What follows belongs to an exercise in optimizing a design on an open flow for small area, a short achievable clock period and few clock cycles; a production flow would make more cautious choices.
Only simulation tests tie the RTL to the original design; equivalence was not proved.

## SQRT
module SQRT(
	RST,
	CLK,
	IN_VALID,
	IN,
	OUT_VALID,
	OUT
);
input CLK;
input RST;
input [15:0] IN;
input IN_VALID;
output [11:0] OUT;
output OUT_VALID;
reg [3:0] cnt;       
reg ovalid;
reg [13:0] r;        
reg [11:0] q;        
reg [11:0] x;         
assign OUT_VALID = ovalid;
assign OUT = q;
wire busy  = |cnt;
wire start = IN_VALID & ~busy;
wire last  = (cnt == 4'd11);
function [4:0] sqrt_first;
	input [3:0] v;
	reg [1:0] qq;
	reg [2:0] rr;
	reg [4:0] w;
	integer i;
	begin
		qq = 2'd0;
		rr = 3'd0;
		for (i = 1; i >= 0; i = i - 1) begin
			w = {rr, v[2*i+1], v[2*i]};
			if (w >= {1'b0, qq, 2'b01}) begin
				rr = w - {1'b0, qq, 2'b01};
				qq = {qq, 1'b1};
			end else begin
				rr = w[2:0];
				qq = {qq, 1'b0};
			end
		end
		sqrt_first = {qq, rr};
	end
endfunction
wire [4:0] first = sqrt_first(IN[15:12]);
wire        pos = ~r[13];
wire [15:0] a   = {r, x[11:10]};
wire [15:0] op  = {{2{pos}}, q ^ {12{pos}}, 2'b11};
wire [15:0] sum = a + op;
wire        nb  = ~sum[15];
wire [11:0] qinc = q + 12'd1;
always @(posedge CLK or posedge RST) begin
	if (RST) begin
		cnt <= 4'd0;
		ovalid <= 1'b0;
	end else begin
		cnt <= start ? 4'd1 : (last ? 4'd0 : cnt + {3'd0, busy});
		ovalid <= last;
	end
end
always @(posedge CLK) begin
	if (start) begin
		r <= {11'd0, first[2:0]};
		q <= {10'd0, first[4:3]};
		x <= IN[11:0];
	end else begin
		r <= sum[13:0];
		q <= last ? (nb ? qinc : q) : {q[10:0], nb};
		x <= {x[9:0], 2'b00};
	end
end
endmodule
export LEC_CHECK = 0
export CAP_MARGIN = 20
export CORE_MARGIN = 2
export CORE_UTILIZATION = 40
export SETUP_SLACK_MARGIN = 2.0
export SLEW_MARGIN = 20
create_clock -name core_clock -period 5.0 [get_ports {CLK}]
standard.sh (not shown) runs the stock make flow with config.mk's settings and CLKGATE_MAP_FILE= SYNTH_SCRIPT=/design/flow/synth_recipe.tcl, a recipe that flattens the netlist after the stock synthesis.
==> flow/flow/run.sh <==
#!/bin/bash
set -o pipefail
export BUFFER_PORTS_ARGS="-buffer_cell sky130_fd_sc_hd__buf_1"
bash standard.sh > standard.log 2>&1
Testbench counts at the start, summed over its fixed seeds: cycles 48,008.
==> next run, changes <==
==> flow/run.sh (new file) <==
#!/bin/bash
# synth_recipe.tcl (not shown) runs the flow's synth.tcl, then flattens the netlist and writes it again
# the make line also repeats each setting of config.mk as NAME=value (left out here)
make -C /OpenROAD-flow-scripts/flow DESIGN_CONFIG=/design/flow/config.mk WORK_HOME=/design/flow/orfs CLKGATE_MAP_FILE= SYNTH_SCRIPT=/design/flow/synth_recipe.tcl finish
- SETUP_SLACK_MARGIN: 2.0 -> default
removed: flow/flow/run.sh
removed: flow/standard.sh
After rerunning:
- final area increases by 6.5%
- global-route usage increases by 0.20 points
- via count increases by 0.77%
- wire length increases by 1.4%
- register-to-register slack gets worse by 0.31 ns
- clock-buffer cell count is unchanged
- sequential share of layout area decreases by 2.0 points
- worst setup slack gets worse by 0.31 ns

* * *

SQRT again, from the RTL that the note above started with.
clock: 5.0 ns
lec_check: 0
cap_margin: 20
core_margin: 2
core_utilization: 40
setup_slack_margin: 2.45
slew_margin: 20
==> flow/flow/run.sh <==
#!/bin/bash
set -euo pipefail
export BUFFER_PORTS_ARGS="-buffer_cell sky130_fd_sc_hd__buf_1"

bash standard.sh synth > standard_synth.log 2>&1

R=orfs/results/$FLOW_PLATFORM/SQRT/base
LIB=$FLOW_HOME/platforms/$FLOW_PLATFORM/lib/sky130_fd_sc_hd__tt_025C_1v80.lib
YOSYS=$(command -v yosys || echo $FLOW_HOME/../tools/install/yosys/bin/yosys)
cp $R/1_2_yosys.v standard_1_2_yosys.v

# sequential and tie cells stay as they are; everything else is re-mapped
SEQ=$(grep -o 'cell *( *"\?sky130_fd_sc_hd__[a-z0-9_]*' $LIB | grep -o 'sky130_fd_sc_hd__[a-z0-9_]*' \
      | grep -E '__(df|edf|sdf|sedf|dlx|dlr|dlclkp|sdlclkp|conb)' | tr '\n' ' ')
DU=$(grep -o 'sky130_fd_sc_hd__\(lpflow\|probe\)[a-z0-9_]*' $LIB | sort -u | sed 's/^/-dont_use /' | tr '\n' ' ')
cat > remap.ys <<EOT
read_liberty -ignore_miss_func $LIB
blackbox $SEQ
read_verilog standard_1_2_yosys.v
hierarchy -top $FLOW_TOP
flatten
rename -hide w:*.*
opt_clean
stat
abc -liberty $LIB -script flow/remap.abc $DU
splitnets
opt_clean -purge
hilomap -singleton -hicell sky130_fd_sc_hd__conb_1 HI -locell sky130_fd_sc_hd__conb_1 LO
insbuf -buf sky130_fd_sc_hd__buf_4 A X
stat -liberty $LIB
write_verilog -noattr -nohex -nodec remapped.v
EOT
$YOSYS -l remap.log remap.ys > /dev/null 2>&1
cp remapped.v $R/1_2_yosys.v

bash standard.sh > standard.log 2>&1
==> flow/flow/remap.abc <==
strash; dch; map -D 1600; topo; stime -c; buffer -c; upsize -c; dnsize -c; stime -c
The starting point ran to the end with no violations.
Testbench counts at the start, summed over its fixed seeds: cycles 48,008.
Then changed:
==> flow/run.sh (new file) <==
#!/bin/bash
# synth_recipe.tcl (not shown) runs the flow's synth.tcl, then flattens the netlist and writes it again
# the make line also repeats each setting of config.mk as NAME=value (left out here)
make -C /OpenROAD-flow-scripts/flow DESIGN_CONFIG=/design/flow/config.mk WORK_HOME=/design/flow/orfs CLKGATE_MAP_FILE= SYNTH_SCRIPT=/design/flow/synth_recipe.tcl finish
Settings changed: SETUP_SLACK_MARGIN 2.45 to 2.7.
removed: flow/flow/run.sh
removed: flow/flow/remap.abc
removed: flow/standard.sh
=> Area after synthesis climbs by 6.5%; register-to-register slack is worse by 0.04 ns; worst hold slack is better by 0.013 ns; cell area climbs by 19%; routed wire length climbs by 11%; via count climbs by 1.6%; critical path depth does not change; core utilization climbs by 5.5 points; setup slack is worse by 0.042 ns; die area climbs by 6.2%.

[separate check: timing with driven ports]
Ports are ideal in the flow. The routed layouts listed here were re-timed in OpenROAD. Step 1, drivers: a clkbuf_16 drives CLK and a buf_2 each remaining input, both assumed. Step 2 adds t to the input delays and takes it off the output delays; t is the mean of the earliest and latest rising clock arrival at the registers after step 1. Input paths then give back, and output paths get back, about the clock's delay inside the block. Three values: ideal, step 1, step 2; two values: the first two.
run	t (ns)	slack for setup (ns)	hold slack, ns	latest minus earliest clock arrival (ns)	worst data-port slew with drivers (ns)
the first run of note 1	0.322	2.372 / 2.372 / 2.372	0.430 / 0.430 / 0.430	0.005 / 0.006	0.03
the second run of note 1	0.323	2.065 / 2.065 / 2.065	0.427 / 0.427 / 0.427	0.007 / 0.007	0.03
the first run of note 2	0.326	2.615 / 2.615 / 2.390	0.415 / 0.415 / 0.415	0.011 / 0.010	0.03
the second run of note 2	0.324	2.573 / 2.573 / 2.522	0.428 / 0.428 / 0.428	0.008 / 0.007	0.03
After both steps setup and hold are still met in every run listed. For the first run of note 2, which loses most, drivers alone change the setup slack by 0.000 ns; drivers and shift together by -0.225 ns.
